This design comes from an exercise in tuning for small area and a short achievable clock period on the open sky130 flow, not from production work.
At most, simulation tests tie the RTL to the original design; equivalence was not proved.
Power is estimated from default activity; no workload was simulated.

oak:
==> module neuron, before the edit <==
module neuron #(
    parameter signed [15:0] BIAS = 0    
)(
    input clk,
    input [7:0] one,         
    input [7:0] two,         
    input [7:0] neg,         
    input [15:0] weight,     
    input start,             
    output reg [15:0] logit
);
    wire [31:0] ts, tc;
    mul_tree tree (.one(one), .two(two), .neg(neg), .w(weight), .ps(ts), .pc(tc));
    reg [31:0] ps, pc, p;
    wire [32:0] p_next;
    add_bk #(.W(32)) padd (.a(ps), .b(pc), .s(p_next));
    always @(posedge clk) begin
        ps <= ts;
        pc <= tc;
        p <= p_next[31:0];
    end
    reg [31:0] acc;
    wire [32:0] s;
    add_pfx #(.W(32)) add (.a(acc), .b(p), .s(s));
    wire ovf = (acc[31] == p[31]) && (s[31] != acc[31]);
    wire [31:0] r = ovf ? {acc[31], {31{~acc[31]}}} : s[31:0];
    always @(posedge clk)
        acc <= start ? p : r;
    wire [18:0] u = {acc[31], acc[31:14]} + {{3{BIAS[15]}}, BIAS};
    always @(posedge clk)
        if (start)
            logit <= (u[18:15] == 4'b0000 || u[18:15] == 4'b1111) ? u[15:0] :
                     u[18] ? 16'h8000 : 16'h7FFF;
endmodule
==> module fc_head, before the edit <==
module fc_head #(
    parameter DATA_WIDTH = 16,
    parameter NUM_INPUTS = 1024,
    parameter NUM_OUTPUTS = 4
)(
    input clk,
    input rst,
    input [DATA_WIDTH-1:0] myinput,
    input [DATA_WIDTH*NUM_OUTPUTS-1:0] myweights,
    input myinputValid,
    output [DATA_WIDTH*NUM_OUTPUTS-1:0] softmax_out,
    output softmax_valid,
    output [7:0] led_control,
    output [DATA_WIDTH*NUM_OUTPUTS-1:0] logits
);
    reg [9:0] input_count;
    reg [63:0] weights;
    reg last0, last1, last2, last3, logit_valid, rst_d, rst_dd, start;
    reg [7:0] b_one, b_two, b_neg;
    reg [7:0] b_one_n, b_two_n, b_neg_n;
    wire take = myinputValid && !rst;
    wire [16:0] xe = {myinput, 1'b0};
    wire [7:0] e_one, e_two, e_neg;
    genvar i;
    generate
        for (i = 0; i < 8; i = i + 1) begin : booth
            assign e_one[i] = xe[2*i+1] ^ xe[2*i];
            assign e_two[i] = (xe[2*i+2] & ~xe[2*i+1] & ~xe[2*i]) | (~xe[2*i+2] & xe[2*i+1] & xe[2*i]);
            assign e_neg[i] = xe[2*i+2];
        end
    endgenerate
    always @(posedge clk) begin
        b_one <= take ? e_one : 8'd0;
        b_two <= take ? e_two : 8'd0;
        b_neg <= take ? e_neg : 8'd0;
        b_one_n <= ~(take ? e_one : 8'd0);
        b_two_n <= ~(take ? e_two : 8'd0);
        b_neg_n <= ~(take ? e_neg : 8'd0);
        weights <= myweights;
        rst_d <= rst;
        rst_dd <= rst_d;
        start <= rst_dd || last2;
        if (rst) begin
            input_count <= 0;
            last0 <= 0;
            last1 <= 0;
            last2 <= 0;
            last3 <= 0;
            logit_valid <= 0;
        end else begin
            if (myinputValid)
                input_count <= input_count + 1;
            last0 <= myinputValid && (input_count == NUM_INPUTS-1);
            last1 <= last0;
            last2 <= last1;
            last3 <= last2;
            logit_valid <= last3;
        end
    end
    localparam [63:0] BIASES = {16'h003C, 16'h0001, 16'hFFD1, 16'h0006};
    generate
        for (i = 0; i < NUM_OUTPUTS; i = i + 1) begin : output_layer
            neuron #(
                .BIAS(BIASES[(i+1)*DATA_WIDTH-1 -: DATA_WIDTH])
            ) neuron_output (
                .clk(clk),
                .one(i < 2 ? b_one : ~b_one_n),
                .two(i < 2 ? b_two : ~b_two_n),
                .neg(i < 2 ? b_neg : ~b_neg_n),
                .weight(weights[(i+1)*DATA_WIDTH-1 -: DATA_WIDTH]),
                .start(start),
                .logit(logits[(i+1)*DATA_WIDTH-1 -: DATA_WIDTH])
            );
        end
    endgenerate
    Softmax softmax_inst (
        .clk(clk),
        .rst(rst),
        .in(logits),
        .in_valid(logit_valid),
        .out(softmax_out),
        .valid(softmax_valid),
        .led_control(led_control)
    );
endmodule
clock: 8.0 ns
lec_check: 0
abc_clock_period_in_ps: 1500
cap_margin: 20
core_margin: 2
core_utilization: 40
cts_cluster_diameter: 80
cts_cluster_size: 30
setup_slack_margin: 4.8
slew_margin: 20
run.sh (not shown) runs the stock make flow with config.mk's settings and CLKGATE_MAP_FILE= SYNTH_SCRIPT=/design/flow/synth_recipe.tcl, a recipe that flattens the netlist after the stock synthesis.
Looking at the reports, oak completed the entire flow and the layout it produced met the timing, DRC and antenna checks.
The following lists how pine was set up differently from oak:
diff --git a/flow/design.v b/flow/design.v
--- a/flow/design.v
+++ b/flow/design.v
@@ -8,5 +8,5 @@
     input [7:0] neg,         
     input [15:0] weight,     
-    input start,             
+    input clr,               
     output reg [15:0] logit
 );
@@ -22,15 +22,18 @@
     end
     reg [31:0] acc;
+    reg [17:0] tot;
     wire [32:0] s;
     add_pfx #(.W(32)) add (.a(acc), .b(p), .s(s));
     wire ovf = (acc[31] == p[31]) && (s[31] != acc[31]);
     wire [31:0] r = ovf ? {acc[31], {31{~acc[31]}}} : s[31:0];
+    always @(posedge clk) begin
+        acc <= clr ? 32'd0 : r;
+        if (clr)
+            tot <= r[31:14];
+    end
+    wire [18:0] u = {tot[17], tot} + {{3{BIAS[15]}}, BIAS};
     always @(posedge clk)
-        acc <= start ? p : r;
-    wire [18:0] u = {acc[31], acc[31:14]} + {{3{BIAS[15]}}, BIAS};
-    always @(posedge clk)
-        if (start)
-            logit <= (u[18:15] == 4'b0000 || u[18:15] == 4'b1111) ? u[15:0] :
-                     u[18] ? 16'h8000 : 16'h7FFF;
+        logit <= (u[18:15] == 4'b0000 || u[18:15] == 4'b1111) ? u[15:0] :
+                 u[18] ? 16'h8000 : 16'h7FFF;
 endmodule
 module add_pfx #(
@@ -650,7 +653,6 @@
     reg [9:0] input_count;
     reg [63:0] weights;
-    reg last0, last1, last2, last3, logit_valid, rst_d, rst_dd, start;
+    reg last0, last1, last2, last3, logit_valid, rst_d, clr;
     reg [7:0] b_one, b_two, b_neg;
-    reg [7:0] b_one_n, b_two_n, b_neg_n;
     wire take = myinputValid && !rst;
     wire [16:0] xe = {myinput, 1'b0};
@@ -668,11 +670,7 @@
         b_two <= take ? e_two : 8'd0;
         b_neg <= take ? e_neg : 8'd0;
-        b_one_n <= ~(take ? e_one : 8'd0);
-        b_two_n <= ~(take ? e_two : 8'd0);
-        b_neg_n <= ~(take ? e_neg : 8'd0);
         weights <= myweights;
         rst_d <= rst;
-        rst_dd <= rst_d;
-        start <= rst_dd || last2;
+        clr <= rst_d || last1;
         if (rst) begin
             input_count <= 0;
@@ -699,9 +697,9 @@
             ) neuron_output (
                 .clk(clk),
-                .one(i < 2 ? b_one : ~b_one_n),
-                .two(i < 2 ? b_two : ~b_two_n),
-                .neg(i < 2 ? b_neg : ~b_neg_n),
+                .one(b_one),
+                .two(b_two),
+                .neg(b_neg),
                 .weight(weights[(i+1)*DATA_WIDTH-1 -: DATA_WIDTH]),
-                .start(start),
+                .clr(clr),
                 .logit(logits[(i+1)*DATA_WIDTH-1 -: DATA_WIDTH])
             );
Compared with oak, in pine share of the clock period used by the worst path has decreased; wire length of the first global-routing pass shows an increase of 5900 um; number of antenna violations at the first check in global routing went down; routed wire length has increased; total count of hold-check failures in the final report barely changed. Compared with oak, pine shows a higher highest achievable clock rate. pine against oak: final period demand of the worst path now smaller, count of standard-cell rows now larger.
Function was not checked in any run of this note: the RTL went through the layout flow alone.

---

Setup of lane 2:
Another version of the RTL of fc_head (not shown whole).
For scale: about 5600 cells after synthesis, about 840 flip-flops, about 220 I/O pins, roughly 54000 um^2 of cells after synthesis.
==> module neuron, before the edit <==
module neuron #(
    parameter signed [15:0] BIAS = 0    
)(
    input clk,
    input [7:0] one,         
    input [7:0] two,         
    input [7:0] neg,         
    input [15:0] weight,     
    input clr,               
    output reg [15:0] logit
);
    wire [31:0] ts, tc;
    mul_tree tree (.one(one), .two(two), .neg(neg), .w(weight), .ps(ts), .pc(tc));
    reg [31:0] ps, pc, p;
    wire [32:0] p_next;
    add_pfx #(.W(32)) padd (.a(ps), .b(pc), .s(p_next));
    always @(posedge clk) begin
        ps <= ts;
        pc <= tc;
        p <= p_next[31:0];
    end
    reg [31:0] acc;
    reg [17:0] tot;
    wire [32:0] s;
    add_pfx #(.W(32)) add (.a(acc), .b(p), .s(s));
    wire ovf = (acc[31] == p[31]) && (s[31] != acc[31]);
    wire [31:0] r = ovf ? {acc[31], {31{~acc[31]}}} : s[31:0];
    always @(posedge clk) begin
        acc <= clr ? 32'd0 : r;
        if (clr)
            tot <= r[31:14];
    end
    wire [18:0] u = {tot[17], tot} + {{3{BIAS[15]}}, BIAS};
    always @(posedge clk)
        logit <= (u[18:15] == 4'b0000 || u[18:15] == 4'b1111) ? u[15:0] :
                 u[18] ? 16'h8000 : 16'h7FFF;
endmodule
==> module fc_head, before the edit <==
module fc_head #(
    parameter DATA_WIDTH = 16,
    parameter NUM_INPUTS = 1024,
    parameter NUM_OUTPUTS = 4
)(
    input clk,
    input rst,
    input [DATA_WIDTH-1:0] myinput,
    input [DATA_WIDTH*NUM_OUTPUTS-1:0] myweights,
    input myinputValid,
    output [DATA_WIDTH*NUM_OUTPUTS-1:0] softmax_out,
    output softmax_valid,
    output [7:0] led_control,
    output [DATA_WIDTH*NUM_OUTPUTS-1:0] logits
);
    reg [9:0] input_count;
    reg [63:0] weights;
    reg last0, last1, last2, last3, logit_valid, rst_d, clr;
    reg [7:0] b_one, b_two, b_neg;
    wire take = myinputValid && !rst;
    wire [16:0] xe = {myinput, 1'b0};
    wire [7:0] e_one, e_two, e_neg;
    genvar i;
    generate
        for (i = 0; i < 8; i = i + 1) begin : booth
            assign e_one[i] = xe[2*i+1] ^ xe[2*i];
            assign e_two[i] = (xe[2*i+2] & ~xe[2*i+1] & ~xe[2*i]) | (~xe[2*i+2] & xe[2*i+1] & xe[2*i]);
            assign e_neg[i] = xe[2*i+2];
        end
    endgenerate
    always @(posedge clk) begin
        b_one <= take ? e_one : 8'd0;
        b_two <= take ? e_two : 8'd0;
        b_neg <= take ? e_neg : 8'd0;
        weights <= myweights;
        rst_d <= rst;
        clr <= rst_d || last1;
        if (rst) begin
            input_count <= 0;
            last0 <= 0;
            last1 <= 0;
            last2 <= 0;
            last3 <= 0;
            logit_valid <= 0;
        end else begin
            if (myinputValid)
                input_count <= input_count + 1;
            last0 <= myinputValid && (input_count == NUM_INPUTS-1);
            last1 <= last0;
            last2 <= last1;
            last3 <= last2;
            logit_valid <= last3;
        end
    end
    localparam [63:0] BIASES = {16'h003C, 16'h0001, 16'hFFD1, 16'h0006};
    generate
        for (i = 0; i < NUM_OUTPUTS; i = i + 1) begin : output_layer
            neuron #(
                .BIAS(BIASES[(i+1)*DATA_WIDTH-1 -: DATA_WIDTH])
            ) neuron_output (
                .clk(clk),
                .one(b_one),
                .two(b_two),
                .neg(b_neg),
                .weight(weights[(i+1)*DATA_WIDTH-1 -: DATA_WIDTH]),
                .clr(clr),
                .logit(logits[(i+1)*DATA_WIDTH-1 -: DATA_WIDTH])
            );
        end
    endgenerate
    Softmax softmax_inst (
        .clk(clk),
        .rst(rst),
        .in(logits),
        .in_valid(logit_valid),
        .out(softmax_out),
        .valid(softmax_valid),
        .led_control(led_control)
    );
endmodule
make LEC_CHECK=0 ABC_CLOCK_PERIOD_IN_PS=1500 CAP_MARGIN=20 CORE_MARGIN=2 CORE_UTILIZATION=40 SETUP_SLACK_MARGIN=4.8 SLEW_MARGIN=20 finish   # period 8.0 ns
## Diff of input files: lane 1 against lane 2
diff --git a/flow/design.v b/flow/design.v
--- a/flow/design.v
+++ b/flow/design.v
@@ -14,7 +14,7 @@
     mul_tree tree (.one(one), .two(two), .neg(neg), .w(weight), .ps(ts), .pc(tc));
     reg [31:0] ps, pc, p;
     wire [32:0] p_next;
-    add_pfx #(.W(32)) padd (.a(ps), .b(pc), .s(p_next));
+    add_bk #(.W(32)) padd (.a(ps), .b(pc), .s(p_next));
     always @(posedge clk) begin
         ps <= ts;
         pc <= tc;
@@ -64,6 +64,38 @@
     endgenerate
     assign s = {G[W*L+W-1], P[W-1:0] ^ {G[W*L+W-2:W*L], 1'b0}};
 endmodule
+module add_bk #(
+    parameter W = 32
+)(
+    input [W-1:0] a,
+    input [W-1:0] b,
+    output [W:0] s
+);
+    localparam L = $clog2(W);
+    localparam NS = 2 * L - 1;
+    wire [W*(NS+1)-1:0] G, P;
+    assign G[W-1:0] = a & b;
+    assign P[W-1:0] = a ^ b;
+    genvar st, i;
+    generate
+        for (st = 0; st < NS; st = st + 1) begin : pfx
+            localparam integer LV = (st < L) ? st : (2 * L - 2 - st);
+            localparam integer D = 1 << LV;
+            for (i = 0; i < W; i = i + 1) begin : bt
+                localparam integer NODE = (st < L) ? (((i + 1) % (2 * D)) == 0) :
+                                          ((((i + 1) % (2 * D)) == D) && (i >= 2 * D));
+                if (NODE) begin : merge
+                    assign G[W*(st+1)+i] = G[W*st+i] | (P[W*st+i] & G[W*st+i-D]);
+                    assign P[W*(st+1)+i] = P[W*st+i] & P[W*st+i-D];
+                end else begin : pass
+                    assign G[W*(st+1)+i] = G[W*st+i];
+                    assign P[W*(st+1)+i] = P[W*st+i];
+                end
+            end
+        end
+    endgenerate
+    assign s = {G[W*NS+W-1], P[W-1:0] ^ {G[W*NS+W-2:W*NS], 1'b0}};
+endmodule
 module mul_tree (
     input  [7:0] one,
     input  [7:0] two,
@@ -622,6 +654,7 @@
     reg [63:0] weights;
     reg last0, last1, last2, last3, logit_valid, rst_d, clr;
     reg [7:0] b_one, b_two, b_neg;
+    reg [7:0] b_one_n, b_two_n, b_neg_n;
     wire take = myinputValid && !rst;
     wire [16:0] xe = {myinput, 1'b0};
     wire [7:0] e_one, e_two, e_neg;
@@ -637,6 +670,9 @@
         b_one <= take ? e_one : 8'd0;
         b_two <= take ? e_two : 8'd0;
         b_neg <= take ? e_neg : 8'd0;
+        b_one_n <= ~(take ? e_one : 8'd0);
+        b_two_n <= ~(take ? e_two : 8'd0);
+        b_neg_n <= ~(take ? e_neg : 8'd0);
         weights <= myweights;
         rst_d <= rst;
         clr <= rst_d || last1;
@@ -664,9 +700,9 @@
                 .BIAS(BIASES[(i+1)*DATA_WIDTH-1 -: DATA_WIDTH])
             ) neuron_output (
                 .clk(clk),
-                .one(b_one),
-                .two(b_two),
-                .neg(b_neg),
+                .one(i < 2 ? b_one : ~b_one_n),
+                .two(i < 2 ? b_two : ~b_two_n),
+                .neg(i < 2 ? b_neg : ~b_neg_n),
                 .weight(weights[(i+1)*DATA_WIDTH-1 -: DATA_WIDTH]),
                 .clr(clr),
                 .logit(logits[(i+1)*DATA_WIDTH-1 -: DATA_WIDTH])
==> notes.md <==
- The flow did not stop early for lane 1: all stages ran, and the layout cleared the timing, DRC and antenna checks.
- Looking only at wire length of the first global-routing pass, and setting everything else aside, the lower value of lane 2 and lane 1 goes to lane 1.
- Between lane 2 and lane 1, the cell count after synthesis is lower for lane 2.
- Maximum VDD drop (lane 1 vs. lane 2) increases by more than 10%
- Lane 1 against lane 2; cell area after technology mapping is up slightly.
- Between lane 2 and lane 1, the flow reports number of CTS-inserted buffers increasing by a few percent.
- The higher multi-input logic area of lane 2 and lane 1 is in lane 1.
- For the floorplan die area, lane 1 came in about 1.7% higher than lane 2 did.
- As of lane 1, total number of nets in the final design had risen by a few percent compared to lane 2.

---

Setup of the baseline:
RTL: one of the versions met above, not the one the previous note started from.
For scale: about 5700 cells after synthesis, about 55000 sq um of cells after synthesis.
==> module neuron, before the edit <==
module neuron #(
    parameter signed [15:0] BIAS = 0    
)(
    input clk,
    input [7:0] one,         
    input [7:0] two,         
    input [7:0] neg,         
    input [15:0] weight,     
    input clr,               
    output reg [15:0] logit
);
    wire [31:0] ts, tc;
    mul_tree tree (.one(one), .two(two), .neg(neg), .w(weight), .ps(ts), .pc(tc));
    reg [31:0] ps, pc, p;
    wire [32:0] p_next;
    add_bk #(.W(32)) padd (.a(ps), .b(pc), .s(p_next));
    always @(posedge clk) begin
        ps <= ts;
        pc <= tc;
        p <= p_next[31:0];
    end
    reg [31:0] acc;
    reg [17:0] tot;
    wire [32:0] s;
    add_pfx #(.W(32)) add (.a(acc), .b(p), .s(s));
    wire ovf = (acc[31] == p[31]) && (s[31] != acc[31]);
    wire [31:0] r = ovf ? {acc[31], {31{~acc[31]}}} : s[31:0];
    always @(posedge clk) begin
        acc <= clr ? 32'd0 : r;
        if (clr)
            tot <= r[31:14];
    end
    wire [18:0] u = {tot[17], tot} + {{3{BIAS[15]}}, BIAS};
    always @(posedge clk)
        logit <= (u[18:15] == 4'b0000 || u[18:15] == 4'b1111) ? u[15:0] :
                 u[18] ? 16'h8000 : 16'h7FFF;
endmodule
==> module add_pfx, before the edit <==
module add_pfx #(
    parameter W = 32
)(
    input [W-1:0] a,
    input [W-1:0] b,
    output [W:0] s
);
    localparam L = $clog2(W);
    wire [W*(L+1)-1:0] G, P;
    assign G[W-1:0] = a & b;
    assign P[W-1:0] = a ^ b;
    genvar l, i;
    generate
        for (l = 0; l < L; l = l + 1) begin : pfx
            for (i = 0; i < W; i = i + 1) begin : bt
                if ((i >> l) & 1) begin : merge
                    localparam integer J = ((i >> l) << l) - 1;
                    assign G[W*(l+1)+i] = G[W*l+i] | (P[W*l+i] & G[W*l+J]);
                    assign P[W*(l+1)+i] = P[W*l+i] & P[W*l+J];
                end else begin : pass
                    assign G[W*(l+1)+i] = G[W*l+i];
                    assign P[W*(l+1)+i] = P[W*l+i];
                end
            end
        end
    endgenerate
    assign s = {G[W*L+W-1], P[W-1:0] ^ {G[W*L+W-2:W*L], 1'b0}};
endmodule
clock: 8.0 ns
lec_check: 0
abc_clock_period_in_ps: 1500
cap_margin: 20
core_margin: 2
core_utilization: 40
cts_cluster_diameter: 80
cts_cluster_size: 30
setup_slack_margin: 4.8
slew_margin: 20
The baseline completed end to end with timing, DRC and antenna clean.
Inputs modified between the baseline and the candidate:
--- a/flow/design.v
+++ b/flow/design.v
@@ -24,7 +24,9 @@
     reg [17:0] tot;
     wire [32:0] s;
-    add_pfx #(.W(32)) add (.a(acc), .b(p), .s(s));
-    wire ovf = (acc[31] == p[31]) && (s[31] != acc[31]);
-    wire [31:0] r = ovf ? {acc[31], {31{~acc[31]}}} : s[31:0];
+    wire c31;
+    add_pfx #(.W(32)) add (.a(acc), .b(p), .s(s), .cm(c31));
+    wire same = acc[31] == p[31];
+    wire ovf = same && (c31 != acc[31]);
+    wire [31:0] r = ovf ? {acc[31], {31{~acc[31]}}} : {same ? acc[31] : ~c31, s[30:0]};
     always @(posedge clk) begin
         acc <= clr ? 32'd0 : r;
@@ -42,8 +44,10 @@
     input [W-1:0] a,
     input [W-1:0] b,
-    output [W:0] s
+    output [W:0] s,
+    output cm            
 );
     localparam L = $clog2(W);
     wire [W*(L+1)-1:0] G, P;
+    assign cm = G[W*L+W-2];
     assign G[W-1:0] = a & b;
     assign P[W-1:0] = a ^ b;
[summary]
The run showing the greater global-route wire length before repair is the candidate.
Looking only at post-synthesis area per instance, and setting everything else aside, the higher value of the candidate and the baseline goes to the candidate.
On total power divided by cell area: between the candidate and the baseline, it ends up higher for the candidate.
The synthesized area on the baseline is in line with that on the candidate.
Max freq the baseline -> the candidate: degraded
The candidate does worse than the baseline on total power.
Hold slack: the candidate and the baseline compared, lower one is the baseline
Between the candidate and the baseline, the period utilization is higher for the candidate.
Relative to the baseline, overall fraction of global-route tracks in use has increased by 0.43 points in the candidate.
Relative to the baseline, the candidate degrades worst setup slack after layout.
Looking at core utilization across the candidate and the baseline, the one that comes out higher is the candidate.

re-timing with driven ports:
No port has a modelled driver above. Below, the same layouts with a new extraction and two added sets of constraints. Step 1 sets driving cells, clkbuf_16 on the clock port and buf_2 on the other inputs (assumed; they add their load-dependent delay and slew). Step 2 adds t to the input delays and takes it off the output delays; t is the mean of the earliest and latest rising clock arrival at the registers after step 1. Input paths then give back, and output paths get back, about the clock's delay inside the block. Three values: no drivers, after step 1, after step 2; two values: the first two.
run | t (ns) | slack for setup (ns) | slew at the worst register clock pin (ns)
oak | 0.762 | 4.551 / 4.551 / 4.551 | 0.11 / 0.11
pine | 0.765 | 4.688 / 4.688 / 4.518 | 0.11 / 0.11
lane 2 | 0.805 | 4.808 / 4.767 / 4.626 | 0.07 / 0.07
lane 1 | 0.773 | 4.823 / 4.751 / 4.596 | 0.07 / 0.07
the baseline | 0.760 | 4.830 / 4.783 / 4.597 | 0.11 / 0.11
the candidate | 0.761 | 4.484 / 4.484 / 4.436 | 0.11 / 0.11
After both steps setup and hold are still met in every run listed. For the baseline, which loses most, drivers alone change the setup slack by -0.047 ns; drivers and shift together by -0.233 ns.
